Context: an optimization exercise on an open-source flow, tuned for small area, a short achievable clock period and few clock cycles. The choices shown serve that exercise and are no tape-out recipe. In this exercise RTL edits were held to simulation tests only and were not proved equivalent to the original. Power figures rest on the tool's default switching activity, not on a simulated workload.

==> flow/design.v, too long to show whole: its modules and the start of the top module <==
// module M1: 755 lines
module M1 (
		input logic clk,
		input logic reset,
		input logic M1_start,
		input logic [15:0] SRAM_read_data,
		output logic [17:0] M1_SRAM_Address,
		output logic [15:0] M1_SRAM_write_data,
		output logic M1_Status,
		output logic M1_SRAM_we_n
);
  // ...
==> flow/run.sh <==
#!/bin/bash
# synth_recipe.tcl (not shown) runs the flow's synth.tcl, then flattens the netlist and writes it again
# the make line also repeats each setting of config.mk as NAME=value (left out here)
make -C /OpenROAD-flow-scripts/flow DESIGN_CONFIG=/design/flow/config.mk WORK_HOME=/design/flow/orfs CLKGATE_MAP_FILE= SYNTH_SCRIPT=/design/flow/synth_recipe.tcl finish
==> flow/config.mk <==
export PLATFORM = sky130hd
export DESIGN_NAME = M1
export DESIGN_NICKNAME = M1
export VERILOG_FILES = /design/flow/design.v
export SDC_FILE = /design/flow/constraint.sdc
export NUM_CORES = 4
export LEC_CHECK = 0
export CAP_MARGIN = 20
export CORE_MARGIN = 2
export CORE_UTILIZATION = 75
export CTS_CLUSTER_DIAMETER = 110
export CTS_CLUSTER_SIZE = 28
export SLEW_MARGIN = 20
==> flow/constraint.sdc <==
create_clock -name core_clock -period 13.0 [get_ports {clk}]
set_input_delay 2.6000 -clock core_clock [delete_from_list [all_inputs] [get_ports {clk}]]
set_output_delay 2.6000 -clock core_clock [all_outputs]
set_load 0.01 [all_outputs]
==> reports/summary.log, run 1 <==
[layout] share of the final layout cell area in sequential cells 39.69%
[pwr] fraction of power consumed by the clock network 33.3%
[layout] largest contributor to cell area by class multi-input gates
[pwr] switching power 395.4 µW
[layout] Final Non-Filler Cells 2676
[layout] final std cell area, no fill 0.02646 mm²
[worst_setup_path] Setup crit end M1_SRAM_Address[5]
[floorplan] Tapcells 442
[pwr] P_int 1595 µW
[timing] slack of the critical path 8967 ps
[clock_network] setup bufs post-CTS 0
[routing] top routing layer in use met4
[layout] growth of design area from synthesis to finish 6.239%
[grt] GR Overflow Total 0
[routing] Post-route DRC 0
[floorplan] number of rows in the core area 66
[pwr] reported leakage power 0.01176 µW
[floorplan] overall die area 0.03468 mm²
[worst_setup_path] Crit Path Category reg -> out
[grt] global-route usage over all layers 32.01%
[layout] clock network contribution to total cell area 2.014%
[timing] Final min period 4033 ps
[clock_network] insertion delay to the later sink of the worst-skew pair 550 ps
[worst_setup_path] terminus of the critical flop-to-flop path res[48]
[outcome] run status timing/DRC/antenna clean
[worst_setup_path] Top delay family on crit path buffers and inverters
[worst_setup_path] crit-path max cell delay 540 ps
[worst_setup_path] largest driver fanout on the critical path 1
[layout] max FFs per register 67
[timing] slew of the pin with the lowest slew margin 1018 ps
Testbench counts, summed over its fixed seeds: cycles 1,165,026.
==> module M1, before the edit <==
module M1 (
		input logic clk,
		input logic reset,
		input logic M1_start,
		input logic [15:0] SRAM_read_data,
		output logic [17:0] M1_SRAM_Address,
		output logic [15:0] M1_SRAM_write_data,
		output logic M1_Status,
		output logic M1_SRAM_we_n
);
localparam logic [17:0] U_START_ADDRESS = 18'd38400, V_START_ADDRESS = 18'd57600,
                        RGB_START_ADDRESS = 18'd146944;
logic        idle, done;  
logic [9:0]  pq;          
logic [8:0]  lq;          
logic        dummy;       
logic        first;       
logic [6:0]  k;           
logic [15:0] yc;          
logic [17:0] ra;          
logic        chv;         
logic        start_r;
logic [7:0]  wu0, wu1, wu2, wu3, wu4, wu5, bufu;
logic [7:0]  wv0, wv1, wv2, wv3, wv4, wv5, bufv;
logic [7:0]  yb;          
logic [7:0]  yl;          
logic [22:0] yt;          
logic [8:0]  pu, pv;      
logic        qu, qv;      
logic [8:0]  pa, pb, pc;  
logic [20:0] ft;          
logic [70:0] res;         
logic [7:0]  b0h;
wire l0 = lq[0], l1 = lq[1], l2 = lq[2], l3 = lq[3], l4 = lq[4];
wire l5 = lq[5], l6 = lq[6], l7 = lq[7], l8 = lq[8];
wire p0 = pq[0], p1 = pq[1], p2 = pq[2], p3 = pq[3], p4 = pq[4];
wire p5 = pq[5], p6 = pq[6], p7 = pq[7], p8 = pq[8], p9 = pq[9];
logic inrow;       
logic tail;        
logic to_lead;     
always_ff @(posedge clk) begin
	inrow <= (k <= 7'd77);
	tail <= (k == 7'd80);
	to_lead <= dummy | ((k == 7'd79) & (yc < 16'd38400));
end
wire ys_1 = yb[7] ^ yb[5];
wire ys_2 = yb[7] & yb[5];
wire ys_3 = yb[6] ^ yb[4];
wire ys_4 = yb[6] & yb[4];
wire ys_5 = yb[7] ^ yb[5];
wire ys_6 = yb[7] & yb[5];
wire ys_7 = yb[4] ^ yb[2];
wire ys_8 = yb[4] & yb[2];
wire ys_9 = yb[5] ^ yb[3] ^ yb[1];
wire ys_10 = (yb[5] & yb[3]) | (yb[5] & yb[1]) | (yb[3] & yb[1]);
wire ys_11 = yb[6] ^ yb[4] ^ yb[2];
wire ys_12 = (yb[6] & yb[4]) | (yb[6] & yb[2]) | (yb[4] & yb[2]);
wire ys_13 = ~(yb[3] ^ yb[0]);
wire ys_14 = yb[3] | yb[0];
wire ys_15 = ~(yb[1] ^ ys_2);
wire ys_16 = yb[1] | ys_2;
wire ys_17 = ~(yb[2] ^ ys_4);
wire ys_18 = yb[2] | ys_4;
wire ys_19 = ~(yb[6] ^ yb[3]);
wire ys_20 = yb[6] | yb[3];
wire ys_21 = yb[7] ^ yb[4];
wire ys_22 = yb[7] & yb[4];
wire ys_23 = yb[2] ^ yb[0];
wire ys_24 = yb[2] & yb[0];
wire ys_25 = ~(yb[3] ^ yb[1]);
wire ys_26 = yb[3] | yb[1];
wire ys_27 = ~(yb[0] ^ ys_7);
wire ys_28 = yb[0] | ys_7;
wire ys_29 = ~(ys_8 ^ ys_9);
wire ys_30 = ys_8 | ys_9;
wire ys_31 = ~(ys_10 ^ ys_11);
wire ys_32 = ys_10 | ys_11;
wire ys_33 = ys_1 ^ ys_12 ^ ys_13;
wire ys_34 = (ys_1 & ys_12) | (ys_1 & ys_13) | (ys_12 & ys_13);
wire ys_35 = ys_3 ^ ys_14 ^ ys_15;
wire ys_36 = (ys_3 & ys_14) | (ys_3 & ys_15) | (ys_14 & ys_15);
wire ys_37 = ys_5 ^ ys_16 ^ ys_17;
wire ys_38 = (ys_5 & ys_16) | (ys_5 & ys_17) | (ys_16 & ys_17);
wire ys_39 = ys_6 ^ ys_18 ^ ys_19;
wire ys_40 = (ys_6 & ys_18) | (ys_6 & ys_19) | (ys_18 & ys_19);
wire ys_41 = ~(ys_20 ^ ys_21);
wire ys_42 = ys_20 | ys_21;
wire ys_43 = ~(yb[5] ^ ys_22);
wire ys_44 = yb[5] | ys_22;
wire ys_45 = ~(yb[6]);
wire ys_46 = yb[6];
wire ys_47 = ~(yb[7]);
wire ys_48 = yb[7];
wire [24:0] ys_ra = {1'b1, ys_46, ys_44, ys_42, ys_40, ys_38, ys_36, ys_34, ys_32, ys_30, ys_28, ys_26, ys_24, 1'b1, yb[1], ~yb[7], ~yb[6], ~yb[5], ~yb[4], ~yb[3], ~yb[2], ~yb[1], ~yb[0], 1'b0, 1'b0};
wire [24:0] ys_rb = {ys_48, ys_47, ys_45, ys_43, ys_41, ys_39, ys_37, ys_35, ys_33, ys_31, ys_29, ys_27, ys_25, ys_23, 1'b1, yb[0], 1'b0, 1'b0, 1'b0, 1'b0, 1'b0, 1'b0, 1'b1, 1'b0, 1'b0};
wire [24:0] yt_s = ys_ra + ys_rb;
wire sr_1 = yt[4] ^ ~pv[6];
wire sr_2 = yt[4] & ~pv[6];
wire sr_3 = yt[5] ^ ~pv[7] ^ pv[5];
wire sr_4 = (yt[5] & ~pv[7]) | (yt[5] & pv[5]) | (~pv[7] & pv[5]);
wire sr_5 = pv[3] ^ pv[0];
wire sr_6 = pv[3] & pv[0];
wire sr_7 = yt[6] ^ ~pv[8] ^ pv[6];
wire sr_8 = (yt[6] & ~pv[8]) | (yt[6] & pv[6]) | (~pv[8] & pv[6]);
wire sr_9 = pv[4] ^ pv[1];
wire sr_10 = pv[4] & pv[1];
wire sr_11 = yt[7] ^ pv[7] ^ pv[5];
wire sr_12 = (yt[7] & pv[7]) | (yt[7] & pv[5]) | (pv[7] & pv[5]);
wire sr_13 = yt[8] ^ pv[8] ^ pv[6];
wire sr_14 = (yt[8] & pv[8]) | (yt[8] & pv[6]) | (pv[8] & pv[6]);
wire sr_15 = yt[9] ^ pv[7] ^ pv[4];
wire sr_16 = (yt[9] & pv[7]) | (yt[9] & pv[4]) | (pv[7] & pv[4]);
wire sr_17 = yt[10] ^ pv[8] ^ pv[5];
wire sr_18 = (yt[10] & pv[8]) | (yt[10] & pv[5]) | (pv[8] & pv[5]);
wire sr_19 = yt[11] ^ pv[6];
wire sr_20 = yt[11] & pv[6];
wire sr_21 = yt[12] ^ pv[7];
wire sr_22 = yt[12] & pv[7];
wire sr_23 = yt[13] ^ pv[8] ^ ~pv[4];
wire sr_24 = (yt[13] & pv[8]) | (yt[13] & ~pv[4]) | (pv[8] & ~pv[4]);
wire sr_25 = pv[2] ^ ~pv[0];
wire sr_26 = pv[2] & ~pv[0];
wire sr_27 = yt[14] ^ ~pv[5] ^ pv[3];
wire sr_28 = (yt[14] & ~pv[5]) | (yt[14] & pv[3]) | (~pv[5] & pv[3]);
wire sr_29 = ~(~pv[1]);
wire sr_30 = ~pv[1];
wire sr_31 = yt[15] ^ ~pv[6] ^ pv[4];
wire sr_32 = (yt[15] & ~pv[6]) | (yt[15] & pv[4]) | (~pv[6] & pv[4]);
wire sr_33 = ~pv[2] ^ pv[0];
wire sr_34 = ~pv[2] & pv[0];
wire sr_35 = yt[16] ^ ~pv[7] ^ pv[5];
wire sr_36 = (yt[16] & ~pv[7]) | (yt[16] & pv[5]) | (~pv[7] & pv[5]);
wire sr_37 = ~pv[3] ^ pv[1];
wire sr_38 = ~pv[3] & pv[1];
wire sr_39 = yt[17] ^ ~pv[8] ^ pv[6];
wire sr_40 = (yt[17] & ~pv[8]) | (yt[17] & pv[6]) | (~pv[8] & pv[6]);
wire sr_41 = ~pv[4] ^ pv[2];
wire sr_42 = ~pv[4] & pv[2];
wire sr_43 = yt[18] ^ pv[7] ^ ~pv[5];
wire sr_44 = (yt[18] & pv[7]) | (yt[18] & ~pv[5]) | (pv[7] & ~pv[5]);
wire sr_45 = ~(pv[3]);
wire sr_46 = pv[3];
wire sr_47 = yt[19] ^ pv[8] ^ ~pv[6];
wire sr_48 = (yt[19] & pv[8]) | (yt[19] & ~pv[6]) | (pv[8] & ~pv[6]);
wire sr_49 = yt[2] ^ ~pv[4];
wire sr_50 = yt[2] & ~pv[4];
wire sr_51 = yt[3] ^ ~pv[5] ^ pv[3];
wire sr_52 = (yt[3] & ~pv[5]) | (yt[3] & pv[3]) | (~pv[5] & pv[3]);
wire sr_53 = ~(pv[4] ^ pv[2]);
wire sr_54 = pv[4] | pv[2];
wire sr_55 = ~(sr_2 ^ sr_3);
wire sr_56 = sr_2 | sr_3;
wire sr_57 = sr_4 ^ sr_6 ^ sr_7;
wire sr_58 = (sr_4 & sr_6) | (sr_4 & sr_7) | (sr_6 & sr_7);
wire sr_59 = pv[2] ^ sr_8 ^ sr_10;
wire sr_60 = (pv[2] & sr_8) | (pv[2] & sr_10) | (sr_8 & sr_10);
wire sr_61 = ~(pv[3] ^ sr_12);
wire sr_62 = pv[3] | sr_12;
wire sr_63 = ~(~pv[0] ^ sr_14);
wire sr_64 = ~pv[0] | sr_14;
wire sr_65 = ~(~pv[1] ^ sr_16);
wire sr_66 = ~pv[1] | sr_16;
wire sr_67 = ~pv[2] ^ pv[0] ^ sr_18;
wire sr_68 = (~pv[2] & pv[0]) | (~pv[2] & sr_18) | (pv[0] & sr_18);
wire sr_69 = ~pv[3] ^ pv[1] ^ sr_20;
wire sr_70 = (~pv[3] & pv[1]) | (~pv[3] & sr_20) | (pv[1] & sr_20);
wire sr_71 = ~(sr_22 ^ sr_23);
wire sr_72 = sr_22 | sr_23;
wire sr_73 = sr_24 ^ sr_26 ^ sr_27;
wire sr_74 = (sr_24 & sr_26) | (sr_24 & sr_27) | (sr_26 & sr_27);
wire sr_75 = sr_28 ^ sr_30 ^ sr_31;
wire sr_76 = (sr_28 & sr_30) | (sr_28 & sr_31) | (sr_30 & sr_31);
wire sr_77 = sr_32 ^ sr_34 ^ sr_35;
wire sr_78 = (sr_32 & sr_34) | (sr_32 & sr_35) | (sr_34 & sr_35);
wire sr_79 = sr_36 ^ sr_38 ^ sr_39;
wire sr_80 = (sr_36 & sr_38) | (sr_36 & sr_39) | (sr_38 & sr_39);
wire sr_81 = sr_40 ^ sr_42 ^ sr_43;
wire sr_82 = (sr_40 & sr_42) | (sr_40 & sr_43) | (sr_42 & sr_43);
wire sr_83 = pv[4] ^ sr_44 ^ sr_46;
wire sr_84 = (pv[4] & sr_44) | (pv[4] & sr_46) | (sr_44 & sr_46);
wire sr_85 = yt[20] ^ ~pv[7] ^ pv[5];
wire sr_86 = (yt[20] & ~pv[7]) | (yt[20] & pv[5]) | (~pv[7] & pv[5]);
wire sr_87 = yt[21] ^ ~pv[8];
wire sr_88 = yt[21] & ~pv[8];
wire sr_89 = yt[0] ^ ~pv[2];
wire sr_90 = yt[0] & ~pv[2];
wire sr_91 = yt[1] ^ ~pv[3] ^ pv[1];
wire sr_92 = (yt[1] & ~pv[3]) | (yt[1] & pv[1]) | (~pv[3] & pv[1]);
wire sr_93 = pv[2] ^ pv[0] ^ sr_49;
wire sr_94 = (pv[2] & pv[0]) | (pv[2] & sr_49) | (pv[0] & sr_49);
wire sr_95 = pv[1] ^ sr_50 ^ sr_51;
wire sr_96 = (pv[1] & sr_50) | (pv[1] & sr_51) | (sr_50 & sr_51);
wire sr_97 = sr_1 ^ sr_52 ^ sr_53;
wire sr_98 = (sr_1 & sr_52) | (sr_1 & sr_53) | (sr_52 & sr_53);
wire sr_99 = sr_5 ^ sr_54 ^ sr_55;
wire sr_100 = (sr_5 & sr_54) | (sr_5 & sr_55) | (sr_54 & sr_55);
wire sr_101 = sr_9 ^ sr_56 ^ sr_57;
wire sr_102 = (sr_9 & sr_56) | (sr_9 & sr_57) | (sr_56 & sr_57);
wire sr_103 = sr_11 ^ sr_58 ^ sr_59;
wire sr_104 = (sr_11 & sr_58) | (sr_11 & sr_59) | (sr_58 & sr_59);
wire sr_105 = sr_13 ^ sr_60 ^ sr_61;
wire sr_106 = (sr_13 & sr_60) | (sr_13 & sr_61) | (sr_60 & sr_61);
wire sr_107 = sr_15 ^ sr_62 ^ sr_63;
wire sr_108 = (sr_15 & sr_62) | (sr_15 & sr_63) | (sr_62 & sr_63);
wire sr_109 = sr_17 ^ sr_64 ^ sr_65;
wire sr_110 = (sr_17 & sr_64) | (sr_17 & sr_65) | (sr_64 & sr_65);
wire sr_111 = sr_19 ^ sr_66 ^ sr_67;
wire sr_112 = (sr_19 & sr_66) | (sr_19 & sr_67) | (sr_66 & sr_67);
wire sr_113 = sr_21 ^ sr_68 ^ sr_69;
wire sr_114 = (sr_21 & sr_68) | (sr_21 & sr_69) | (sr_68 & sr_69);
wire sr_115 = sr_25 ^ sr_70 ^ sr_71;
wire sr_116 = (sr_25 & sr_70) | (sr_25 & sr_71) | (sr_70 & sr_71);
wire sr_117 = sr_29 ^ sr_72 ^ sr_73;
wire sr_118 = (sr_29 & sr_72) | (sr_29 & sr_73) | (sr_72 & sr_73);
wire sr_119 = sr_33 ^ sr_74 ^ sr_75;
wire sr_120 = (sr_33 & sr_74) | (sr_33 & sr_75) | (sr_74 & sr_75);
wire sr_121 = sr_37 ^ sr_76 ^ sr_77;
wire sr_122 = (sr_37 & sr_76) | (sr_37 & sr_77) | (sr_76 & sr_77);
wire sr_123 = sr_41 ^ sr_78 ^ sr_79;
wire sr_124 = (sr_41 & sr_78) | (sr_41 & sr_79) | (sr_78 & sr_79);
wire sr_125 = sr_45 ^ sr_80 ^ sr_81;
wire sr_126 = (sr_45 & sr_80) | (sr_45 & sr_81) | (sr_80 & sr_81);
wire sr_127 = sr_47 ^ sr_82 ^ sr_83;
wire sr_128 = (sr_47 & sr_82) | (sr_47 & sr_83) | (sr_82 & sr_83);
wire sr_129 = sr_48 ^ sr_84 ^ sr_85;
wire sr_130 = (sr_48 & sr_84) | (sr_48 & sr_85) | (sr_84 & sr_85);
wire sr_131 = pv[6] ^ sr_86 ^ sr_87;
wire sr_132 = (pv[6] & sr_86) | (pv[6] & sr_87) | (sr_86 & sr_87);
wire sr_133 = yt[22] ^ pv[7] ^ sr_88;
wire sr_134 = (yt[22] & pv[7]) | (yt[22] & sr_88) | (pv[7] & sr_88);
wire sr_135 = ~(pv[8]);
wire sr_136 = pv[8];
wire [26:0] sr_ra = {1'b1, sr_134, sr_132, sr_130, sr_128, sr_126, sr_124, sr_122, sr_120, sr_118, sr_116, sr_114, sr_112, sr_110, sr_108, sr_106, sr_104, sr_102, sr_100, sr_98, sr_96, sr_94, sr_92, sr_90, pv[0], ~pv[1], ~pv[0]};
wire [26:0] sr_rb = {sr_136, sr_135, sr_133, sr_131, sr_129, sr_127, sr_125, sr_123, sr_121, sr_119, sr_117, sr_115, sr_113, sr_111, sr_109, sr_107, sr_105, sr_103, sr_101, sr_99, sr_97, sr_95, sr_93, sr_91, sr_89, 1'b0, 1'b1};
wire sg_1 = yt[13] ^ ~pu[5];
wire sg_2 = yt[13] & ~pu[5];
wire sg_3 = yt[14] ^ ~pu[6] ^ pu[3];
wire sg_4 = (yt[14] & ~pu[6]) | (yt[14] & pu[3]) | (~pu[6] & pu[3]);
wire sg_5 = yt[15] ^ ~pu[7] ^ pu[4];
wire sg_6 = (yt[15] & ~pu[7]) | (yt[15] & pu[4]) | (~pu[7] & pu[4]);
wire sg_7 = yt[16] ^ ~pu[8] ^ pu[5];
wire sg_8 = (yt[16] & ~pu[8]) | (yt[16] & pu[5]) | (~pu[8] & pu[5]);
wire sg_9 = yt[17] ^ pu[6];
wire sg_10 = yt[17] & pu[6];
wire sg_11 = yt[18] ^ pu[7];
wire sg_12 = yt[18] & pu[7];
wire sg_13 = yt[19] ^ pu[8];
wire sg_14 = yt[19] & pu[8];
wire sg_15 = yt[3] ^ pu[2];
wire sg_16 = yt[3] & pu[2];
wire sg_17 = yt[4] ^ pu[3] ^ ~pu[1];
wire sg_18 = (yt[4] & pu[3]) | (yt[4] & ~pu[1]) | (pu[3] & ~pu[1]);
wire sg_19 = yt[5] ^ pu[4] ^ ~pu[2];
wire sg_20 = (yt[5] & pu[4]) | (yt[5] & ~pu[2]) | (pu[4] & ~pu[2]);
wire sg_21 = yt[6] ^ pu[5] ^ ~pu[3];
wire sg_22 = (yt[6] & pu[5]) | (yt[6] & ~pu[3]) | (pu[5] & ~pu[3]);
wire sg_23 = ~pv[8] ^ ~pv[3];
wire sg_24 = ~pv[8] & ~pv[3];
wire sg_25 = yt[7] ^ pu[6] ^ ~pu[4];
wire sg_26 = (yt[7] & pu[6]) | (yt[7] & ~pu[4]) | (pu[6] & ~pu[4]);
wire sg_27 = ~(~pv[4]);
wire sg_28 = ~pv[4];
wire sg_29 = yt[8] ^ pu[7] ^ ~pu[5];
wire sg_30 = (yt[8] & pu[7]) | (yt[8] & ~pu[5]) | (pu[7] & ~pu[5]);
wire sg_31 = ~(~pu[0] ^ ~pv[5]);
wire sg_32 = ~pu[0] | ~pv[5];
wire sg_33 = yt[9] ^ pu[8] ^ ~pu[6];
wire sg_34 = (yt[9] & pu[8]) | (yt[9] & ~pu[6]) | (pu[8] & ~pu[6]);
wire sg_35 = ~(~pu[1] ^ ~pv[6]);
wire sg_36 = ~pu[1] | ~pv[6];
wire sg_37 = yt[10] ^ ~pu[7] ^ ~pu[2];
wire sg_38 = (yt[10] & ~pu[7]) | (yt[10] & ~pu[2]) | (~pu[7] & ~pu[2]);
wire sg_39 = ~pv[7] ^ ~pv[0];
wire sg_40 = ~pv[7] & ~pv[0];
wire sg_41 = yt[11] ^ ~pu[8] ^ ~pu[3];
wire sg_42 = (yt[11] & ~pu[8]) | (yt[11] & ~pu[3]) | (~pu[8] & ~pu[3]);
wire sg_43 = pu[0] ^ ~pv[8] ^ ~pv[1];
wire sg_44 = (pu[0] & ~pv[8]) | (pu[0] & ~pv[1]) | (~pv[8] & ~pv[1]);
wire sg_45 = yt[12] ^ ~pu[4] ^ pu[1];
wire sg_46 = (yt[12] & ~pu[4]) | (yt[12] & pu[1]) | (~pu[4] & pu[1]);
wire sg_47 = ~pv[2] ^ pv[0];
wire sg_48 = ~pv[2] & pv[0];
wire sg_49 = pu[2] ^ ~pu[0] ^ ~pv[3];
wire sg_50 = (pu[2] & ~pu[0]) | (pu[2] & ~pv[3]) | (~pu[0] & ~pv[3]);
wire sg_51 = ~(pv[1] ^ sg_1);
wire sg_52 = pv[1] | sg_1;
wire sg_53 = ~pu[1] ^ ~pv[4] ^ pv[2];
wire sg_54 = (~pu[1] & ~pv[4]) | (~pu[1] & pv[2]) | (~pv[4] & pv[2]);
wire sg_55 = ~pv[0] ^ sg_2 ^ sg_3;
wire sg_56 = (~pv[0] & sg_2) | (~pv[0] & sg_3) | (sg_2 & sg_3);
wire sg_57 = ~pu[2] ^ ~pv[5] ^ pv[3];
wire sg_58 = (~pu[2] & ~pv[5]) | (~pu[2] & pv[3]) | (~pv[5] & pv[3]);
wire sg_59 = ~pv[1] ^ sg_4 ^ sg_5;
wire sg_60 = (~pv[1] & sg_4) | (~pv[1] & sg_5) | (sg_4 & sg_5);
wire sg_61 = ~pu[3] ^ ~pv[6] ^ pv[4];
wire sg_62 = (~pu[3] & ~pv[6]) | (~pu[3] & pv[4]) | (~pv[6] & pv[4]);
wire sg_63 = ~pv[2] ^ sg_6 ^ sg_7;
wire sg_64 = (~pv[2] & sg_6) | (~pv[2] & sg_7) | (sg_6 & sg_7);
wire sg_65 = ~pu[4] ^ ~pv[7] ^ pv[5];
wire sg_66 = (~pu[4] & ~pv[7]) | (~pu[4] & pv[5]) | (~pv[7] & pv[5]);
wire sg_67 = ~pv[3] ^ sg_8 ^ sg_9;
wire sg_68 = (~pv[3] & sg_8) | (~pv[3] & sg_9) | (sg_8 & sg_9);
wire sg_69 = ~pu[5] ^ ~pv[8] ^ pv[6];
wire sg_70 = (~pu[5] & ~pv[8]) | (~pu[5] & pv[6]) | (~pv[8] & pv[6]);
wire sg_71 = ~pv[4] ^ sg_10 ^ sg_11;
wire sg_72 = (~pv[4] & sg_10) | (~pv[4] & sg_11) | (sg_10 & sg_11);
wire sg_73 = ~pu[6] ^ pv[7] ^ ~pv[5];
wire sg_74 = (~pu[6] & pv[7]) | (~pu[6] & ~pv[5]) | (pv[7] & ~pv[5]);
wire sg_75 = ~(sg_12 ^ sg_13);
wire sg_76 = sg_12 | sg_13;
wire sg_77 = yt[20] ^ ~pu[7] ^ pv[8];
wire sg_78 = (yt[20] & ~pu[7]) | (yt[20] & pv[8]) | (~pu[7] & pv[8]);
wire sg_79 = ~(~pv[6] ^ sg_14);
wire sg_80 = ~pv[6] | sg_14;
wire sg_81 = yt[21] ^ ~pu[8];
wire sg_82 = yt[21] & ~pu[8];
wire sg_83 = ~pu[0] ^ ~pv[5];
wire sg_84 = ~pu[0] & ~pv[5];
wire sg_85 = ~pv[6] ^ ~pv[1] ^ sg_16;
wire sg_86 = (~pv[6] & ~pv[1]) | (~pv[6] & sg_16) | (~pv[1] & sg_16);
wire sg_87 = ~pv[7] ^ ~pv[2] ^ sg_18;
wire sg_88 = (~pv[7] & ~pv[2]) | (~pv[7] & sg_18) | (~pv[2] & sg_18);
wire sg_89 = ~(sg_20 ^ sg_21);
wire sg_90 = sg_20 | sg_21;
wire sg_91 = sg_22 ^ sg_24 ^ sg_25;
wire sg_92 = (sg_22 & sg_24) | (sg_22 & sg_25) | (sg_24 & sg_25);
wire sg_93 = sg_26 ^ sg_28 ^ sg_29;
wire sg_94 = (sg_26 & sg_28) | (sg_26 & sg_29) | (sg_28 & sg_29);
wire sg_95 = sg_30 ^ sg_32 ^ sg_33;
wire sg_96 = (sg_30 & sg_32) | (sg_30 & sg_33) | (sg_32 & sg_33);
wire sg_97 = sg_34 ^ sg_36 ^ sg_37;
wire sg_98 = (sg_34 & sg_36) | (sg_34 & sg_37) | (sg_36 & sg_37);
wire sg_99 = sg_38 ^ sg_40 ^ sg_41;
wire sg_100 = (sg_38 & sg_40) | (sg_38 & sg_41) | (sg_40 & sg_41);
wire sg_101 = sg_42 ^ sg_44 ^ sg_45;
wire sg_102 = (sg_42 & sg_44) | (sg_42 & sg_45) | (sg_44 & sg_45);
wire sg_103 = sg_46 ^ sg_48 ^ sg_49;
wire sg_104 = (sg_46 & sg_48) | (sg_46 & sg_49) | (sg_48 & sg_49);
wire sg_105 = sg_50 ^ sg_52 ^ sg_53;
wire sg_106 = (sg_50 & sg_52) | (sg_50 & sg_53) | (sg_52 & sg_53);
wire sg_107 = sg_54 ^ sg_56 ^ sg_57;
wire sg_108 = (sg_54 & sg_56) | (sg_54 & sg_57) | (sg_56 & sg_57);
wire sg_109 = sg_58 ^ sg_60 ^ sg_61;
wire sg_110 = (sg_58 & sg_60) | (sg_58 & sg_61) | (sg_60 & sg_61);
wire sg_111 = sg_62 ^ sg_64 ^ sg_65;
wire sg_112 = (sg_62 & sg_64) | (sg_62 & sg_65) | (sg_64 & sg_65);
wire sg_113 = sg_66 ^ sg_68 ^ sg_69;
wire sg_114 = (sg_66 & sg_68) | (sg_66 & sg_69) | (sg_68 & sg_69);
wire sg_115 = sg_70 ^ sg_72 ^ sg_73;
wire sg_116 = (sg_70 & sg_72) | (sg_70 & sg_73) | (sg_72 & sg_73);
wire sg_117 = sg_74 ^ sg_76 ^ sg_77;
wire sg_118 = (sg_74 & sg_76) | (sg_74 & sg_77) | (sg_76 & sg_77);
wire sg_119 = ~pv[7] ^ sg_78 ^ sg_80;
wire sg_120 = (~pv[7] & sg_78) | (~pv[7] & sg_80) | (sg_78 & sg_80);
wire sg_121 = ~(yt[22] ^ ~pv[8]);
wire sg_122 = yt[22] | ~pv[8];
wire sg_123 = yt[1] ^ pu[0];
wire sg_124 = yt[1] & pu[0];
wire sg_125 = yt[2] ^ pu[1] ^ ~pv[4];
wire sg_126 = (yt[2] & pu[1]) | (yt[2] & ~pv[4]) | (pu[1] & ~pv[4]);
wire sg_127 = ~pv[0] ^ sg_15 ^ sg_83;
wire sg_128 = (~pv[0] & sg_15) | (~pv[0] & sg_83) | (sg_15 & sg_83);
wire sg_129 = sg_17 ^ sg_84 ^ sg_85;
wire sg_130 = (sg_17 & sg_84) | (sg_17 & sg_85) | (sg_84 & sg_85);
wire sg_131 = sg_19 ^ sg_86 ^ sg_87;
wire sg_132 = (sg_19 & sg_86) | (sg_19 & sg_87) | (sg_86 & sg_87);
wire sg_133 = sg_23 ^ sg_88 ^ sg_89;
wire sg_134 = (sg_23 & sg_88) | (sg_23 & sg_89) | (sg_88 & sg_89);
wire sg_135 = sg_27 ^ sg_90 ^ sg_91;
wire sg_136 = (sg_27 & sg_90) | (sg_27 & sg_91) | (sg_90 & sg_91);
wire sg_137 = sg_31 ^ sg_92 ^ sg_93;
wire sg_138 = (sg_31 & sg_92) | (sg_31 & sg_93) | (sg_92 & sg_93);
wire sg_139 = sg_35 ^ sg_94 ^ sg_95;
wire sg_140 = (sg_35 & sg_94) | (sg_35 & sg_95) | (sg_94 & sg_95);
wire sg_141 = sg_39 ^ sg_96 ^ sg_97;
wire sg_142 = (sg_39 & sg_96) | (sg_39 & sg_97) | (sg_96 & sg_97);
wire sg_143 = sg_43 ^ sg_98 ^ sg_99;
wire sg_144 = (sg_43 & sg_98) | (sg_43 & sg_99) | (sg_98 & sg_99);
wire sg_145 = sg_47 ^ sg_100 ^ sg_101;
wire sg_146 = (sg_47 & sg_100) | (sg_47 & sg_101) | (sg_100 & sg_101);
wire sg_147 = sg_51 ^ sg_102 ^ sg_103;
wire sg_148 = (sg_51 & sg_102) | (sg_51 & sg_103) | (sg_102 & sg_103);
wire sg_149 = sg_55 ^ sg_104 ^ sg_105;
wire sg_150 = (sg_55 & sg_104) | (sg_55 & sg_105) | (sg_104 & sg_105);
wire sg_151 = sg_59 ^ sg_106 ^ sg_107;
wire sg_152 = (sg_59 & sg_106) | (sg_59 & sg_107) | (sg_106 & sg_107);
wire sg_153 = sg_63 ^ sg_108 ^ sg_109;
wire sg_154 = (sg_63 & sg_108) | (sg_63 & sg_109) | (sg_108 & sg_109);
wire sg_155 = sg_67 ^ sg_110 ^ sg_111;
wire sg_156 = (sg_67 & sg_110) | (sg_67 & sg_111) | (sg_110 & sg_111);
wire sg_157 = sg_71 ^ sg_112 ^ sg_113;
wire sg_158 = (sg_71 & sg_112) | (sg_71 & sg_113) | (sg_112 & sg_113);
wire sg_159 = sg_75 ^ sg_114 ^ sg_115;
wire sg_160 = (sg_75 & sg_114) | (sg_75 & sg_115) | (sg_114 & sg_115);
wire sg_161 = sg_79 ^ sg_116 ^ sg_117;
wire sg_162 = (sg_79 & sg_116) | (sg_79 & sg_117) | (sg_116 & sg_117);
wire sg_163 = sg_81 ^ sg_118 ^ sg_119;
wire sg_164 = (sg_81 & sg_118) | (sg_81 & sg_119) | (sg_118 & sg_119);
wire sg_165 = sg_82 ^ sg_120 ^ sg_121;
wire sg_166 = (sg_82 & sg_120) | (sg_82 & sg_121) | (sg_120 & sg_121);
wire [26:0] sg_ra = {1'b1, sg_122, sg_164, sg_162, sg_160, sg_158, sg_156, sg_154, sg_152, sg_150, sg_148, sg_146, sg_144, sg_142, sg_140, sg_138, sg_136, sg_134, sg_132, sg_130, sg_128, sg_126, sg_124, ~pv[3], yt[0], ~pv[1], ~pv[0]};
wire [26:0] sg_rb = {1'b0, sg_166, sg_165, sg_163, sg_161, sg_159, sg_157, sg_155, sg_153, sg_151, sg_149, sg_147, sg_145, sg_143, sg_141, sg_139, sg_137, sg_135, sg_133, sg_131, sg_129, sg_127, sg_125, sg_123, ~pv[2], 1'b0, 1'b1};
wire sb_1 = yt[4] ^ ~pu[6];
wire sb_2 = yt[4] & ~pu[6];
wire sb_3 = yt[5] ^ ~pu[7] ^ ~pu[5];
wire sb_4 = (yt[5] & ~pu[7]) | (yt[5] & ~pu[5]) | (~pu[7] & ~pu[5]);
wire sb_5 = pu[2] ^ pu[0];
wire sb_6 = pu[2] & pu[0];
wire sb_7 = yt[6] ^ ~pu[8] ^ ~pu[6];
wire sb_8 = (yt[6] & ~pu[8]) | (yt[6] & ~pu[6]) | (~pu[8] & ~pu[6]);
wire sb_9 = pu[3] ^ pu[1];
wire sb_10 = pu[3] & pu[1];
wire sb_11 = yt[7] ^ ~pu[7] ^ pu[4];
wire sb_12 = (yt[7] & ~pu[7]) | (yt[7] & pu[4]) | (~pu[7] & pu[4]);
wire sb_13 = yt[8] ^ ~pu[8] ^ pu[5];
wire sb_14 = (yt[8] & ~pu[8]) | (yt[8] & pu[5]) | (~pu[8] & pu[5]);
wire sb_15 = yt[9] ^ pu[6] ^ pu[4];
wire sb_16 = (yt[9] & pu[6]) | (yt[9] & pu[4]) | (pu[6] & pu[4]);
wire sb_17 = yt[10] ^ pu[7];
wire sb_18 = yt[10] & pu[7];
wire sb_19 = yt[11] ^ pu[8];
wire sb_20 = yt[11] & pu[8];
wire sb_21 = yt[0] ^ ~pu[2];
wire sb_22 = yt[0] & ~pu[2];
wire sb_23 = yt[1] ^ ~pu[3];
wire sb_24 = yt[1] & ~pu[3];
wire sb_25 = yt[2] ^ ~pu[4];
wire sb_26 = yt[2] & ~pu[4];
wire sb_27 = yt[3] ^ ~pu[5] ^ ~pu[3];
wire sb_28 = (yt[3] & ~pu[5]) | (yt[3] & ~pu[3]) | (~pu[5] & ~pu[3]);
wire sb_29 = ~(~pu[4] ^ pu[1]);
wire sb_30 = ~pu[4] | pu[1];
wire sb_31 = ~(sb_2 ^ sb_3);
wire sb_32 = sb_2 | sb_3;
wire sb_33 = sb_4 ^ sb_6 ^ sb_7;
wire sb_34 = (sb_4 & sb_6) | (sb_4 & sb_7) | (sb_6 & sb_7);
wire sb_35 = pu[2] ^ sb_8 ^ sb_10;
wire sb_36 = (pu[2] & sb_8) | (pu[2] & sb_10) | (sb_8 & sb_10);
wire sb_37 = pu[3] ^ pu[0] ^ sb_12;
wire sb_38 = (pu[3] & pu[0]) | (pu[3] & sb_12) | (pu[0] & sb_12);
wire sb_39 = ~(pu[1] ^ sb_14);
wire sb_40 = pu[1] | sb_14;
wire sb_41 = pu[5] ^ pu[2] ^ sb_16;
wire sb_42 = (pu[5] & pu[2]) | (pu[5] & sb_16) | (pu[2] & sb_16);
wire sb_43 = pu[6] ^ pu[3] ^ sb_18;
wire sb_44 = (pu[6] & pu[3]) | (pu[6] & sb_18) | (pu[3] & sb_18);
wire sb_45 = yt[12] ^ pu[7] ^ pu[4];
wire sb_46 = (yt[12] & pu[7]) | (yt[12] & pu[4]) | (pu[7] & pu[4]);
wire sb_47 = yt[13] ^ pu[8];
wire sb_48 = yt[13] & pu[8];
wire sb_49 = yt[14] ^ pu[6];
wire sb_50 = yt[14] & pu[6];
wire sb_51 = yt[15] ^ pu[7] ^ pu[0];
wire sb_52 = (yt[15] & pu[7]) | (yt[15] & pu[0]) | (pu[7] & pu[0]);
wire sb_53 = yt[16] ^ pu[8];
wire sb_54 = yt[16] & pu[8];
wire sb_55 = yt[17] ^ pu[2];
wire sb_56 = yt[17] & pu[2];
wire sb_57 = ~(~pu[0]);
wire sb_58 = ~pu[0];
wire sb_59 = ~pu[1] ^ sb_22 ^ sb_23;
wire sb_60 = (~pu[1] & sb_22) | (~pu[1] & sb_23) | (sb_22 & sb_23);
wire sb_61 = ~pu[2] ^ sb_24 ^ sb_25;
wire sb_62 = (~pu[2] & sb_24) | (~pu[2] & sb_25) | (sb_24 & sb_25);
wire sb_63 = pu[0] ^ sb_26 ^ sb_27;
wire sb_64 = (pu[0] & sb_26) | (pu[0] & sb_27) | (sb_26 & sb_27);
wire sb_65 = sb_1 ^ sb_28 ^ sb_29;
wire sb_66 = (sb_1 & sb_28) | (sb_1 & sb_29) | (sb_28 & sb_29);
wire sb_67 = sb_5 ^ sb_30 ^ sb_31;
wire sb_68 = (sb_5 & sb_30) | (sb_5 & sb_31) | (sb_30 & sb_31);
wire sb_69 = sb_9 ^ sb_32 ^ sb_33;
wire sb_70 = (sb_9 & sb_32) | (sb_9 & sb_33) | (sb_32 & sb_33);
wire sb_71 = sb_11 ^ sb_34 ^ sb_35;
wire sb_72 = (sb_11 & sb_34) | (sb_11 & sb_35) | (sb_34 & sb_35);
wire sb_73 = sb_13 ^ sb_36 ^ sb_37;
wire sb_74 = (sb_13 & sb_36) | (sb_13 & sb_37) | (sb_36 & sb_37);
wire sb_75 = sb_15 ^ sb_38 ^ sb_39;
wire sb_76 = (sb_15 & sb_38) | (sb_15 & sb_39) | (sb_38 & sb_39);
wire sb_77 = sb_17 ^ sb_40 ^ sb_41;
wire sb_78 = (sb_17 & sb_40) | (sb_17 & sb_41) | (sb_40 & sb_41);
wire sb_79 = sb_19 ^ sb_42 ^ sb_43;
wire sb_80 = (sb_19 & sb_42) | (sb_19 & sb_43) | (sb_42 & sb_43);
wire sb_81 = sb_20 ^ sb_44 ^ sb_45;
wire sb_82 = (sb_20 & sb_44) | (sb_20 & sb_45) | (sb_44 & sb_45);
wire sb_83 = pu[5] ^ sb_46 ^ sb_47;
wire sb_84 = (pu[5] & sb_46) | (pu[5] & sb_47) | (sb_46 & sb_47);
wire sb_85 = ~(sb_48 ^ sb_49);
wire sb_86 = sb_48 | sb_49;
wire sb_87 = ~(sb_50 ^ sb_51);
wire sb_88 = sb_50 | sb_51;
wire sb_89 = pu[1] ^ sb_52 ^ sb_53;
wire sb_90 = (pu[1] & sb_52) | (pu[1] & sb_53) | (sb_52 & sb_53);
wire sb_91 = ~(sb_54 ^ sb_55);
wire sb_92 = sb_54 | sb_55;
wire sb_93 = yt[18] ^ pu[3] ^ sb_56;
wire sb_94 = (yt[18] & pu[3]) | (yt[18] & sb_56) | (pu[3] & sb_56);
wire sb_95 = ~(yt[19] ^ pu[4]);
wire sb_96 = yt[19] | pu[4];
wire sb_97 = ~(yt[20] ^ pu[5]);
wire sb_98 = yt[20] | pu[5];
wire sb_99 = ~(yt[21] ^ pu[6]);
wire sb_100 = yt[21] | pu[6];
wire sb_101 = yt[22] ^ pu[7];
wire sb_102 = yt[22] & pu[7];
wire sb_103 = ~(pu[8]);
wire sb_104 = pu[8];
wire [26:0] sb_ra = {1'b1, sb_102, sb_100, sb_98, sb_96, sb_94, sb_92, sb_90, sb_88, sb_86, sb_84, sb_82, sb_80, sb_78, sb_76, sb_74, sb_72, sb_70, sb_68, sb_66, sb_64, sb_62, sb_60, sb_58, sb_21, ~pu[1], ~pu[0]};
wire [26:0] sb_rb = {sb_104, sb_103, sb_101, sb_99, sb_97, sb_95, sb_93, sb_91, sb_89, sb_87, sb_85, sb_83, sb_81, sb_79, sb_77, sb_75, sb_73, sb_71, sb_69, sb_67, sb_65, sb_63, sb_61, sb_59, sb_57, 1'b0, 1'b1};
wire fs_1 = pa[7] ^ pa[5];
wire fs_2 = pa[7] & pa[5];
wire fs_3 = pa[8] ^ pa[6];
wire fs_4 = pa[8] & pa[6];
wire fs_5 = pa[4] ^ pa[2];
wire fs_6 = pa[4] & pa[2];
wire fs_7 = pa[5] ^ pa[3] ^ pa[1];
wire fs_8 = (pa[5] & pa[3]) | (pa[5] & pa[1]) | (pa[3] & pa[1]);
wire fs_9 = ~pb[3] ^ ~pb[1] ^ ~pb[0];
wire fs_10 = (~pb[3] & ~pb[1]) | (~pb[3] & ~pb[0]) | (~pb[1] & ~pb[0]);
wire fs_11 = pa[6] ^ pa[4] ^ pa[2];
wire fs_12 = (pa[6] & pa[4]) | (pa[6] & pa[2]) | (pa[4] & pa[2]);
wire fs_13 = ~pb[4] ^ ~pb[2] ^ ~pb[1];
wire fs_14 = (~pb[4] & ~pb[2]) | (~pb[4] & ~pb[1]) | (~pb[2] & ~pb[1]);
wire fs_15 = pa[3] ^ ~pb[5] ^ ~pb[3];
wire fs_16 = (pa[3] & ~pb[5]) | (pa[3] & ~pb[3]) | (~pb[5] & ~pb[3]);
wire fs_17 = ~pb[2] ^ ~pc[7] ^ pc[2];
wire fs_18 = (~pb[2] & ~pc[7]) | (~pb[2] & pc[2]) | (~pc[7] & pc[2]);
wire fs_19 = ~(pc[0]);
wire fs_20 = pc[0];
wire fs_21 = pa[4] ^ ~pb[6] ^ ~pb[4];
wire fs_22 = (pa[4] & ~pb[6]) | (pa[4] & ~pb[4]) | (~pb[6] & ~pb[4]);
wire fs_23 = ~pb[3] ^ ~pc[8] ^ pc[3];
wire fs_24 = (~pb[3] & ~pc[8]) | (~pb[3] & pc[3]) | (~pc[8] & pc[3]);
wire fs_25 = pc[1] ^ fs_2 ^ fs_3;
wire fs_26 = (pc[1] & fs_2) | (pc[1] & fs_3) | (fs_2 & fs_3);
wire fs_27 = pa[7] ^ pa[5] ^ ~pb[7];
wire fs_28 = (pa[7] & pa[5]) | (pa[7] & ~pb[7]) | (pa[5] & ~pb[7]);
wire fs_29 = ~pb[5] ^ ~pb[4] ^ pc[4];
wire fs_30 = (~pb[5] & ~pb[4]) | (~pb[5] & pc[4]) | (~pb[4] & pc[4]);
wire fs_31 = ~(pc[2] ^ fs_4);
wire fs_32 = pc[2] | fs_4;
wire fs_33 = pa[8] ^ pa[6] ^ ~pb[8];
wire fs_34 = (pa[8] & pa[6]) | (pa[8] & ~pb[8]) | (pa[6] & ~pb[8]);
wire fs_35 = ~pb[6] ^ ~pb[5] ^ pc[5];
wire fs_36 = (~pb[6] & ~pb[5]) | (~pb[6] & pc[5]) | (~pb[5] & pc[5]);
wire fs_37 = ~(pc[3]);
wire fs_38 = pc[3];
wire fs_39 = pa[7] ^ ~pb[7] ^ ~pb[6];
wire fs_40 = (pa[7] & ~pb[7]) | (pa[7] & ~pb[6]) | (~pb[7] & ~pb[6]);
wire fs_41 = pa[8] ^ ~pb[8];
wire fs_42 = pa[8] & ~pb[8];
wire fs_43 = pa[2] ^ pa[0];
wire fs_44 = pa[2] & pa[0];
wire fs_45 = pa[3] ^ pa[1];
wire fs_46 = pa[3] & pa[1];
wire fs_47 = pa[0] ^ ~pb[2] ^ ~pb[0];
wire fs_48 = (pa[0] & ~pb[2]) | (pa[0] & ~pb[0]) | (~pb[2] & ~pb[0]);
wire fs_49 = ~(~pc[4]);
wire fs_50 = ~pc[4];
wire fs_51 = ~(~pc[5] ^ pc[0]);
wire fs_52 = ~pc[5] | pc[0];
wire fs_53 = fs_6 ^ fs_7 ^ fs_9;
wire fs_54 = (fs_6 & fs_7) | (fs_6 & fs_9) | (fs_7 & fs_9);
wire fs_55 = ~pc[6] ^ pc[1] ^ fs_8;
wire fs_56 = (~pc[6] & pc[1]) | (~pc[6] & fs_8) | (pc[1] & fs_8);
wire fs_57 = fs_10 ^ fs_11 ^ fs_13;
wire fs_58 = (fs_10 & fs_11) | (fs_10 & fs_13) | (fs_11 & fs_13);
wire fs_59 = fs_1 ^ fs_12 ^ fs_14;
wire fs_60 = (fs_1 & fs_12) | (fs_1 & fs_14) | (fs_12 & fs_14);
wire fs_61 = fs_15 ^ fs_17 ^ fs_19;
wire fs_62 = (fs_15 & fs_17) | (fs_15 & fs_19) | (fs_17 & fs_19);
wire fs_63 = fs_16 ^ fs_18 ^ fs_20;
wire fs_64 = (fs_16 & fs_18) | (fs_16 & fs_20) | (fs_18 & fs_20);
wire fs_65 = fs_21 ^ fs_23 ^ fs_25;
wire fs_66 = (fs_21 & fs_23) | (fs_21 & fs_25) | (fs_23 & fs_25);
wire fs_67 = fs_22 ^ fs_24 ^ fs_26;
wire fs_68 = (fs_22 & fs_24) | (fs_22 & fs_26) | (fs_24 & fs_26);
wire fs_69 = fs_27 ^ fs_29 ^ fs_31;
wire fs_70 = (fs_27 & fs_29) | (fs_27 & fs_31) | (fs_29 & fs_31);
wire fs_71 = fs_28 ^ fs_30 ^ fs_32;
wire fs_72 = (fs_28 & fs_30) | (fs_28 & fs_32) | (fs_30 & fs_32);
wire fs_73 = fs_33 ^ fs_35 ^ fs_37;
wire fs_74 = (fs_33 & fs_35) | (fs_33 & fs_37) | (fs_35 & fs_37);
wire fs_75 = pc[6] ^ pc[4] ^ fs_34;
wire fs_76 = (pc[6] & pc[4]) | (pc[6] & fs_34) | (pc[4] & fs_34);
wire fs_77 = fs_36 ^ fs_38 ^ fs_39;
wire fs_78 = (fs_36 & fs_38) | (fs_36 & fs_39) | (fs_38 & fs_39);
wire fs_79 = ~pb[7] ^ pc[7] ^ pc[5];
wire fs_80 = (~pb[7] & pc[7]) | (~pb[7] & pc[5]) | (pc[7] & pc[5]);
wire fs_81 = ~(fs_40 ^ fs_41);
wire fs_82 = fs_40 | fs_41;
wire fs_83 = ~pb[8] ^ pc[8] ^ pc[6];
wire fs_84 = (~pb[8] & pc[8]) | (~pb[8] & pc[6]) | (pc[8] & pc[6]);
wire fs_85 = ~pb[0] ^ ~pc[2];
wire fs_86 = ~pb[0] & ~pc[2];
wire fs_87 = ~pb[1] ^ ~pc[3] ^ fs_44;
wire fs_88 = (~pb[1] & ~pc[3]) | (~pb[1] & fs_44) | (~pc[3] & fs_44);
wire fs_89 = fs_5 ^ fs_46 ^ fs_47;
wire fs_90 = (fs_5 & fs_46) | (fs_5 & fs_47) | (fs_46 & fs_47);
wire fs_91 = fs_48 ^ fs_50 ^ fs_51;
wire fs_92 = (fs_48 & fs_50) | (fs_48 & fs_51) | (fs_50 & fs_51);
wire fs_93 = fs_52 ^ fs_54 ^ fs_55;
wire fs_94 = (fs_52 & fs_54) | (fs_52 & fs_55) | (fs_54 & fs_55);
wire fs_95 = fs_56 ^ fs_58 ^ fs_59;
wire fs_96 = (fs_56 & fs_58) | (fs_56 & fs_59) | (fs_58 & fs_59);
wire fs_97 = fs_60 ^ fs_62 ^ fs_63;
wire fs_98 = (fs_60 & fs_62) | (fs_60 & fs_63) | (fs_62 & fs_63);
wire fs_99 = fs_64 ^ fs_66 ^ fs_67;
wire fs_100 = (fs_64 & fs_66) | (fs_64 & fs_67) | (fs_66 & fs_67);
wire fs_101 = fs_68 ^ fs_70 ^ fs_71;
wire fs_102 = (fs_68 & fs_70) | (fs_68 & fs_71) | (fs_70 & fs_71);
wire fs_103 = fs_72 ^ fs_74 ^ fs_75;
wire fs_104 = (fs_72 & fs_74) | (fs_72 & fs_75) | (fs_74 & fs_75);
wire fs_105 = fs_76 ^ fs_78 ^ fs_79;
wire fs_106 = (fs_76 & fs_78) | (fs_76 & fs_79) | (fs_78 & fs_79);
wire fs_107 = fs_42 ^ fs_80 ^ fs_82;
wire fs_108 = (fs_42 & fs_80) | (fs_42 & fs_82) | (fs_80 & fs_82);
wire fs_109 = pa[0] ^ ~pc[0];
wire fs_110 = pa[0] & ~pc[0];
wire fs_111 = pa[1] ^ ~pc[1];
wire fs_112 = pa[1] & ~pc[1];
wire fs_113 = ~(fs_43 ^ fs_85);
wire fs_114 = fs_43 | fs_85;
wire fs_115 = fs_45 ^ fs_86 ^ fs_87;
wire fs_116 = (fs_45 & fs_86) | (fs_45 & fs_87) | (fs_86 & fs_87);
wire fs_117 = fs_49 ^ fs_88 ^ fs_89;
wire fs_118 = (fs_49 & fs_88) | (fs_49 & fs_89) | (fs_88 & fs_89);
wire fs_119 = fs_53 ^ fs_90 ^ fs_91;
wire fs_120 = (fs_53 & fs_90) | (fs_53 & fs_91) | (fs_90 & fs_91);
wire fs_121 = fs_57 ^ fs_92 ^ fs_93;
wire fs_122 = (fs_57 & fs_92) | (fs_57 & fs_93) | (fs_92 & fs_93);
wire fs_123 = fs_61 ^ fs_94 ^ fs_95;
wire fs_124 = (fs_61 & fs_94) | (fs_61 & fs_95) | (fs_94 & fs_95);
wire fs_125 = fs_65 ^ fs_96 ^ fs_97;
wire fs_126 = (fs_65 & fs_96) | (fs_65 & fs_97) | (fs_96 & fs_97);
wire fs_127 = fs_69 ^ fs_98 ^ fs_99;
wire fs_128 = (fs_69 & fs_98) | (fs_69 & fs_99) | (fs_98 & fs_99);
wire fs_129 = fs_73 ^ fs_100 ^ fs_101;
wire fs_130 = (fs_73 & fs_100) | (fs_73 & fs_101) | (fs_100 & fs_101);
wire fs_131 = fs_77 ^ fs_102 ^ fs_103;
wire fs_132 = (fs_77 & fs_102) | (fs_77 & fs_103) | (fs_102 & fs_103);
wire fs_133 = fs_81 ^ fs_104 ^ fs_105;
wire fs_134 = (fs_81 & fs_104) | (fs_81 & fs_105) | (fs_104 & fs_105);
wire fs_135 = fs_83 ^ fs_106 ^ fs_107;
wire fs_136 = (fs_83 & fs_106) | (fs_83 & fs_107) | (fs_106 & fs_107);
wire fs_137 = pc[7] ^ fs_84 ^ fs_108;
wire fs_138 = (pc[7] & fs_84) | (pc[7] & fs_108) | (fs_84 & fs_108);
wire fs_139 = ~(pc[8]);
wire fs_140 = pc[8];
wire [17:0] fs_ra = {1'b1, 1'b1, fs_138, fs_136, fs_134, fs_132, fs_130, fs_128, fs_126, fs_124, fs_122, fs_120, fs_118, fs_116, fs_114, fs_112, fs_110, 1'b1};
wire [17:0] fs_rb = {1'b0, fs_140, fs_139, fs_137, fs_135, fs_133, fs_131, fs_129, fs_127, fs_125, fs_123, fs_121, fs_119, fs_117, fs_115, fs_113, fs_111, fs_109};
function automatic [7:0] clip(input [10:0] s);
	clip = s[10] ? 8'd0 : (|s[9:8]) ? 8'd255 : s[7:0];
endfunction
wire rq_u = res[1], rq_v = res[0];
wire [10:0] s_r = res[70:60] + res[59:49] + {10'd0, res[48]};
wire [10:0] s_g = res[47:37] + res[36:26] + {10'd0, res[25]};
wire [10:0] s_b = res[24:14] + res[13:3] + {10'd0, res[2]};
wire [7:0] c_r = rq_v ? 8'd0 : clip(s_r);
wire [7:0] c_g = (rq_u | rq_v) ? 8'd0 : clip(s_g);
wire [7:0] c_b = rq_u ? 8'd0 : clip(s_b);
wire nx_rd_y = p2 | p6;
wire nx_rd_u = p0 | (p9 & to_lead) | l3;
wire nx_rd_v = p1 | l0 | l4;
wire nx_wr_cur  = ~dummy & ~tail & (p5 | p7 | p8);
wire nx_wr_prev = ~first & ((p9 & ~to_lead) | p3 | p4 | l8);
wire nx_wr   = nx_wr_cur | nx_wr_prev;
wire [1:0] uv_d = {p0 | p1, l3 | l4};
wire [17:0] uv_base = (nx_rd_u ? U_START_ADDRESS : V_START_ADDRESS) + {16'd0, uv_d};
wire [17:0] nx_uva = uv_base + {3'd0, yc[15:1]};
always_ff @(posedge clk) begin
	if (nx_rd_y)                  M1_SRAM_Address <= {2'b00, yc};
	else if (nx_rd_u | nx_rd_v)   M1_SRAM_Address <= nx_uva;
	else                          M1_SRAM_Address <= ra;
	if (p3 | p7)      M1_SRAM_write_data <= {b0h, c_r};
	else if (p4 | p8) M1_SRAM_write_data <= {c_g, c_b};
	else                      M1_SRAM_write_data <= {c_r, c_g};
	M1_SRAM_we_n <= ~nx_wr;
	M1_Status <= (p4 & tail) | (done & M1_Status);
end
always_ff @(posedge clk or negedge reset) begin
	if (~reset) begin
		start_r <= 1'b0; idle <= 1'b1; done <= 1'b0; pq <= 10'd0; lq <= 9'd0;
	end else begin
		start_r <= M1_start;
		if (idle) begin
			if (start_r) begin idle <= 1'b0; pq <= 10'b0001000000; end
		end else begin
			if (p9 & to_lead) pq <= 10'd0;
			else if (p5 & tail) begin pq <= 10'd0; done <= 1'b1; end
			else if (l8) pq <= 10'd1;
			else pq <= {pq[8:0], pq[9]};
			lq <= {lq[7:0], p9 & to_lead};
		end
	end
end
always_ff @(posedge clk) begin
	chv <= p2 | p6;
	if (nx_rd_y) yc <= yc + 16'd1;
	if (nx_wr) ra <= ra + 18'd1;
	if (idle) begin
		dummy <= 1'b1; first <= 1'b1; k <= 7'd0;
		yc <= 16'd0; ra <= RGB_START_ADDRESS;
	end else begin
		if (p5 & ~dummy) first <= 1'b0;
		if (p9) begin
			if (to_lead) begin dummy <= 1'b0; k <= 7'd0; end
			else k <= k + 7'd1;
		end
	end
end
wire shu     = p3 | p9 | l2 | l3 | l4 | l5 | l6 | l7;
wire shu_bus = (p3 & inrow) | l2 | l6;
wire shu_buf = (p9 & inrow) | l5 | l7;
wire shv     = p4 | p9 | l3 | l4 | l5 | l6 | l7 | l8;
wire shv_bus = (p4 & inrow) | l3 | l7;
wire shv_buf = (p9 & inrow) | l6 | l8;
wire [7:0] nu = shu_bus ? SRAM_read_data[15:8] : shu_buf ? bufu : wu5;
wire [7:0] nv = shv_bus ? SRAM_read_data[15:8] : shv_buf ? bufv : wv5;
always_ff @(posedge clk) begin
	if (shu) begin wu0 <= wu1; wu1 <= wu2; wu2 <= wu3; wu3 <= wu4; wu4 <= wu5; wu5 <= nu; end
	if (shu_bus) bufu <= SRAM_read_data[7:0];
	if (shv) begin wv0 <= wv1; wv1 <= wv2; wv2 <= wv3; wv3 <= wv4; wv4 <= wv5; wv5 <= nv; end
	if (shv_bus) bufv <= SRAM_read_data[7:0];
end
wire [7:0] fa = chv ? wv0 : wu0;
wire [7:0] fb = chv ? wv1 : wu1;
wire [7:0] fc = chv ? wv2 : wu2;
wire [7:0] fd = chv ? wv3 : wu3;
wire [7:0] fe = chv ? wv4 : wu4;
wire [7:0] ff = chv ? wv5 : wu5;
always_ff @(posedge clk) begin
	pa <= {1'b0, fa} + {1'b0, ff};
	pb <= {1'b0, fb} + {1'b0, fe};
	pc <= {1'b0, fc} + {1'b0, fd};
end
wire ld_even = p0 | p6;
wire [8:0] nu9 = ld_even ? {1'b0, wu2} : fir_t[8:0];
wire [8:0] nv9 = ld_even ? {1'b0, wv2} : fir_t[8:0];
wire [8:0]  fs_lo = {1'b0, fs_ra[7:0]} + {1'b0, fs_rb[7:0]};
wire [16:0] sr_lo = {1'b0, sr_ra[15:0]} + {1'b0, sr_rb[15:0]};
wire [16:0] sg_lo = {1'b0, sg_ra[15:0]} + {1'b0, sg_rb[15:0]};
wire [16:0] sb_lo = {1'b0, sb_ra[15:0]} + {1'b0, sb_rb[15:0]};
wire [9:0]  fir_t = ft[20:11] + ft[10:1] + {9'd0, ft[0]};
always_ff @(posedge clk) begin
	ft <= {fs_ra[17:8], fs_rb[17:8], fs_lo[8]};
	if (ld_even | p4 | p8) begin pu <= nu9; qu <= ~ld_even & fir_t[9]; end
	if (ld_even | p5 | p9) begin pv <= nv9; qv <= ~ld_even & fir_t[9]; end
	if (p5 | p9) begin yb <= SRAM_read_data[15:8]; yl <= SRAM_read_data[7:0]; end
	else if (p4 | p8) yb <= yl;
	if (p3 | p5 | p7 | p9) yt <= yt_s[24:2];
	if (p0 | p4 | p6 | p8) res <= {sr_ra[26:16], sr_rb[26:16], sr_lo[16], sg_ra[26:16], sg_rb[26:16], sg_lo[16],
	                                          sb_ra[26:16], sb_rb[26:16], sb_lo[16], qu, qv};
	if (p5 | p9) b0h <= c_b;
end
endmodule
==> run 2: changes to the inputs <==
--- a/flow/design.v
+++ b/flow/design.v
@@ -660,7 +660,7 @@
 wire [7:0] c_r = rq_v ? 8'd0 : clip(s_r);
 wire [7:0] c_g = (rq_u | rq_v) ? 8'd0 : clip(s_g);
 wire [7:0] c_b = rq_u ? 8'd0 : clip(s_b);
-wire nx_rd_y = p2 | p6;
+wire nx_rd_y = p2 | (p6 & ~to_lead) | l5;
 wire nx_rd_u = p0 | (p9 & to_lead) | l3;
 wire nx_rd_v = p1 | l0 | l4;
 wire nx_wr_cur  = ~dummy & ~tail & (p5 | p7 | p8);
@@ -747,9 +747,9 @@
 	ft <= {fs_ra[17:8], fs_rb[17:8], fs_lo[8]};
 	if (ld_even | p4 | p8) begin pu <= nu9; qu <= ~ld_even & fir_t[9]; end
 	if (ld_even | p5 | p9) begin pv <= nv9; qv <= ~ld_even & fir_t[9]; end
-	if (p5 | p9) begin yb <= SRAM_read_data[15:8]; yl <= SRAM_read_data[7:0]; end
+	if (p5 | (p9 & ~to_lead) | l8) begin yb <= SRAM_read_data[15:8]; yl <= SRAM_read_data[7:0]; end
 	else if (p4 | p8) yb <= yl;
-	if (p3 | p5 | p7 | p9) yt <= yt_s[24:2];
+	yt <= yt_s[24:2];
 	if (p0 | p4 | p6 | p8) res <= {sr_ra[26:16], sr_rb[26:16], sr_lo[16], sg_ra[26:16], sg_rb[26:16], sg_lo[16],
 	                                          sb_ra[26:16], sb_rb[26:16], sb_lo[16], qu, qv};
 	if (p5 | p9) b0h <= c_b;
--- a/flow/config.mk
+++ b/flow/config.mk
@@ -8,6 +8,6 @@
 export CAP_MARGIN = 20
 export CORE_MARGIN = 2
 export CORE_UTILIZATION = 75
-export CTS_CLUSTER_DIAMETER = 110
-export CTS_CLUSTER_SIZE = 28
+export CTS_CLUSTER_DIAMETER = 100
+export CTS_CLUSTER_SIZE = 24
 export SLEW_MARGIN = 20
==> reports/summary.log, run 2 <==
[outcome] run status timing/DRC/antenna clean [unchanged]
[yosys] portion of the post-synthesis area used by sequential elements 41.72% [was 42.16%]
[layout] growth of design area from synthesis to finish 6.597% [was 6.239%]
[layout] footprint of the flip-flops and latches 0.01027 mm² [was 0.01050 mm²]
[worst_setup_path] Crit Path Category reg -> out [unchanged]
[routing] Starting DRT DRC Count 1073 [was 1082]
[layout] fin nets 2651 [was 2675]
[floorplan] top-level I/O count 55 [unchanged]
[timing] Fmax achieved 248.8 MHz [was 248.0 MHz]
[clock_network] insertion delay to the later sink of the worst-skew pair 550 ps [about the same]
[yosys] Post-Synthesis Cells 2149 [was 2178]
[layout] leading cell type in the layout, fill and taps excluded inv_1 [unchanged]
[grt] maximum number of pins on one net before global-route repair 68 [unchanged]
[floorplan] overall die area 0.03429 mm² [was 0.03468 mm²]
[worst_setup_path] worst-path cell chain clkdlybuf4s50_1 [unchanged]
[clock_network] number of buffers between clock root and the deepest sink 3 [unchanged]
[clock_network] CTS tree done [unchanged]
[routing] Post-route DRC 0 [unchanged]
[yosys] syn_area_per_cell 11.46 µm² [was 11.44 µm²]
[layout] total of fill cells in the finished design 1950 [was 1942]
[worst_setup_path] Worst setup SP type flop [unchanged]
[pwr] reported leakage power 0.01174 µW [was 0.01176 µW]
[grt] global-route usage over all layers 31.93% [was 32.01%]
[yosys] Post-Syn Nets 2602 [was 2631]
[worst_setup_path] critical path depth 1 [unchanged]
[yosys] number of synthesized flops with an enable pin 223 [was 246]
[worst_setup_path] Register-to-Register Setup Slack 9160 ps [was 9050 ps]
[yosys] most instantiated flip-flop cell in the synthesis netlist edfxtp_1 [unchanged]
[routing] Via-to-Cell Ratio 5.853 [was 5.868]
[layout] final std cell area, no fill 0.02624 mm² [was 0.02646 mm²]
[worst_setup_path] Setup crit end M1_SRAM_write_data[1] [was M1_SRAM_Address[5]]
[layout] multi-input logic area 0.01261 mm² [was 0.01269 mm²]
[routing] total length of routed wires 52700 µm [was 53240 µm]
[yosys] leading cell types by count after synthesis 427 x inv_1, 224 x ha_1, 223 x edfxtp_1, 210 x fa_1, 151 x dfxtp_1 [was 424 x inv_1, 246 x edfxtp_1, 224 x ha_1, 210 x fa_1, 128 x dfxtp_1]
[placement] hpwl dp 41450 µm [was 41740 µm]
[floorplan] DIE HEIGHT 185.2 µm [was 186.2 µm]
[timing] slew of the pin with the lowest slew margin 1122 ps [was 1018 ps]
[grt] GR Overflow Total 0 [unchanged]
[clock_network] CTS buffer count 20 [was 18]
[timing] final hold violation count 0 [unchanged]
[worst_setup_path] CP startpoint M1_SRAM_write_data[1] [was M1_SRAM_Address[5]]
[layout] largest registers res x67, yt x23 [unchanged]
[routing] number of antenna-violating nets in the routed design 0 [unchanged]
[placement] count of buffers from port buffering 54 [unchanged]
[pwr] power per standard cell area 76.80 mW/mm² [was 75.23 mW/mm²]
[floorplan] standard cell core area 0.03245 mm² [was 0.03262 mm²]
[floorplan] floorplan die width 185.2 µm [was 186.2 µm]
[timing] Final min period 4020 ps [was 4033 ps]
[worst_setup_path] capturing element type of the critical path output pin [unchanged]
[clock_network] Num Clock Sinks 396 [unchanged]
[timing] Setup TNS 0 ps [unchanged]
[grt] first-pass GRT wire length 83350 µm [was 84750 µm]
[layout] Final Non-Filler Cells 2654 [was 2676]
[run] maxcap violations 0 [unchanged]
[min_path] Tightest Hold Check Type reg -> reg [unchanged]
[placement] Placed Cells incl. Taps 2617 [was 2644]
[worst_setup_path] largest driver fanout on the critical path 1 [unchanged]
[yosys] ranking of synthesized cells by area edfxtp_1 27%, fa_1 17%, dfxtp_1 12% [was edfxtp_1 30%, fa_1 17%, ha_1 11%]
[worst_setup_path] Worst path slowest cell clkdlybuf4s50_1 [unchanged]
[clock_network] total number of H-tree levels 1 [unchanged]
[layout] max FFs per register 67 [unchanged]
[worst_setup_path] crit-path max cell delay 540 ps [about the same]
[timing] post-route fraction of the period consumed by the critical path 30.92% [was 31.02%]
[clock_network] setup bufs post-CTS 0 [unchanged]
[floorplan] number of rows in the core area 66 [unchanged]
[worst_setup_path] Top delay family on crit path buffers and inverters [unchanged]
[worst_setup_path] terminus of the critical flop-to-flop path res[25] [was res[48]]
[yosys] number of warnings issued by yosys 1 [unchanged]
[worst_setup_path] required time reported for the critical path endpoint 10400 ps [about the same]
[routing] vias after detailed routing 15540 [was 15700]
[layout] layout cell share with drive strength beyond 1 5.877% [was 5.998%]
## run 2: final cells by class
type                    instances  area share, %
inverters                     427          6.108
flip-flops and latches        396          39.15
repair buffers                 62          2.303
well taps                     442          2.107
clock buffers                  34          2.184
multi-input cells            1291          48.06
clock inverters                 2        0.09536
## run 2: metrics by stage
step                total power [µW]  hold slack [ps]  setup slack [ps]  utilization [%]
floorplan                       1338            364.0              9606                -
global placement                1346            381.1              9185            78.97
detailed placement              1346            385.6              9187            78.97
CTS                             2023            399.5              8961            80.82
global route                    2064            409.6              8927            80.86
finish                          2015            400.5              8980            80.86
## run 2: worst reg2reg max path, delay by kind of cell (launching register included)
| kind | cells | cell delay, ps |
|---|---|---|
| simple gates | 1 | 130 |
| compound gates | 2 | 620 |
| fa+ha+maj | 4 | 1830 |
| buf+inv | 3 | 630 |
| flops | 1 | 370 |
## run 2: cell families (layout without fill, tap and decap cells)
kind of cell	Yosys count	in the layout	share of synthesized area, %
AO/OA/AOI/OAI	295	295	7.954
flip-flops	396	396	41.72
XOR/XNOR	105	105	3.736
multiplexers	82	82	3.710
adder cells (fa/ha/maj)	434	434	28.46
buffers and inverters	462	525	7.121
AND/OR/NAND/NOR	375	375	7.294
## run 2: worst min-delay path by stage
stage	cells past startpoint	slack [ps]	end	start
3_5_place_dp	0	390	ft[9]	pc[8]
4_1_cts	0	400	ft[9]	pc[8]
6_report	0	400	ft[9]	pc[8]
3_3_place_gp	0	380	ft[9]	pc[8]
5_1_grt	0	410	ft[9]	pc[8]
2_1_floorplan	0	360	ft[9]	pc[8]
## run 2: power breakdown
| part | switching, µW | leakage [µW] | internal, µW |
|---|---|---|---|
| registers | 0.0837 | 0.00355 | 1310 |
| logic | 3.31 | 0.00791 | 4.85 |
| clock network | 391 | 0.000286 | 307 |
| total | 394 | 0.0117 | 1620 |
## run 2: layer usage
layer	GRT usage, %	vias to the layer above	part of all wire [%]
met4	14.41	0	4.9
met2	56.67	426	51
li1	-	7195	-
met5	0	-	0
met1	39.60	7787	40
met3	3.539	127	4.3
Testbench counts of run 2, summed over its fixed seeds: cycles 1,165,026.

-- port drivers added, routing unchanged --
Ports are ideal in the flow. The routed layouts listed here were re-timed in OpenROAD.
Step 1, drivers: a clkbuf_16 drives clk and a buf_2 each remaining input, both assumed.
Step 2 adds t to the input delays and takes it off the output delays; t is the mean of the earliest and latest rising clock arrival at the registers after step 1. Input paths then give back, and output paths get back, about the clock's delay inside the block.
a / b / c = ideal ports / drivers / drivers and shift; a / b = the first two.
run | t (ns) | slack for setup (ns) | latest minus earliest clock arrival (ns)
run 1 | 0.597 | 8.967 / 8.911 / 9.052 | 0.033 / 0.033
run 2 | 0.593 | 8.980 / 8.925 / 9.162 | 0.021 / 0.021
After both steps every run listed still meets setup and hold.
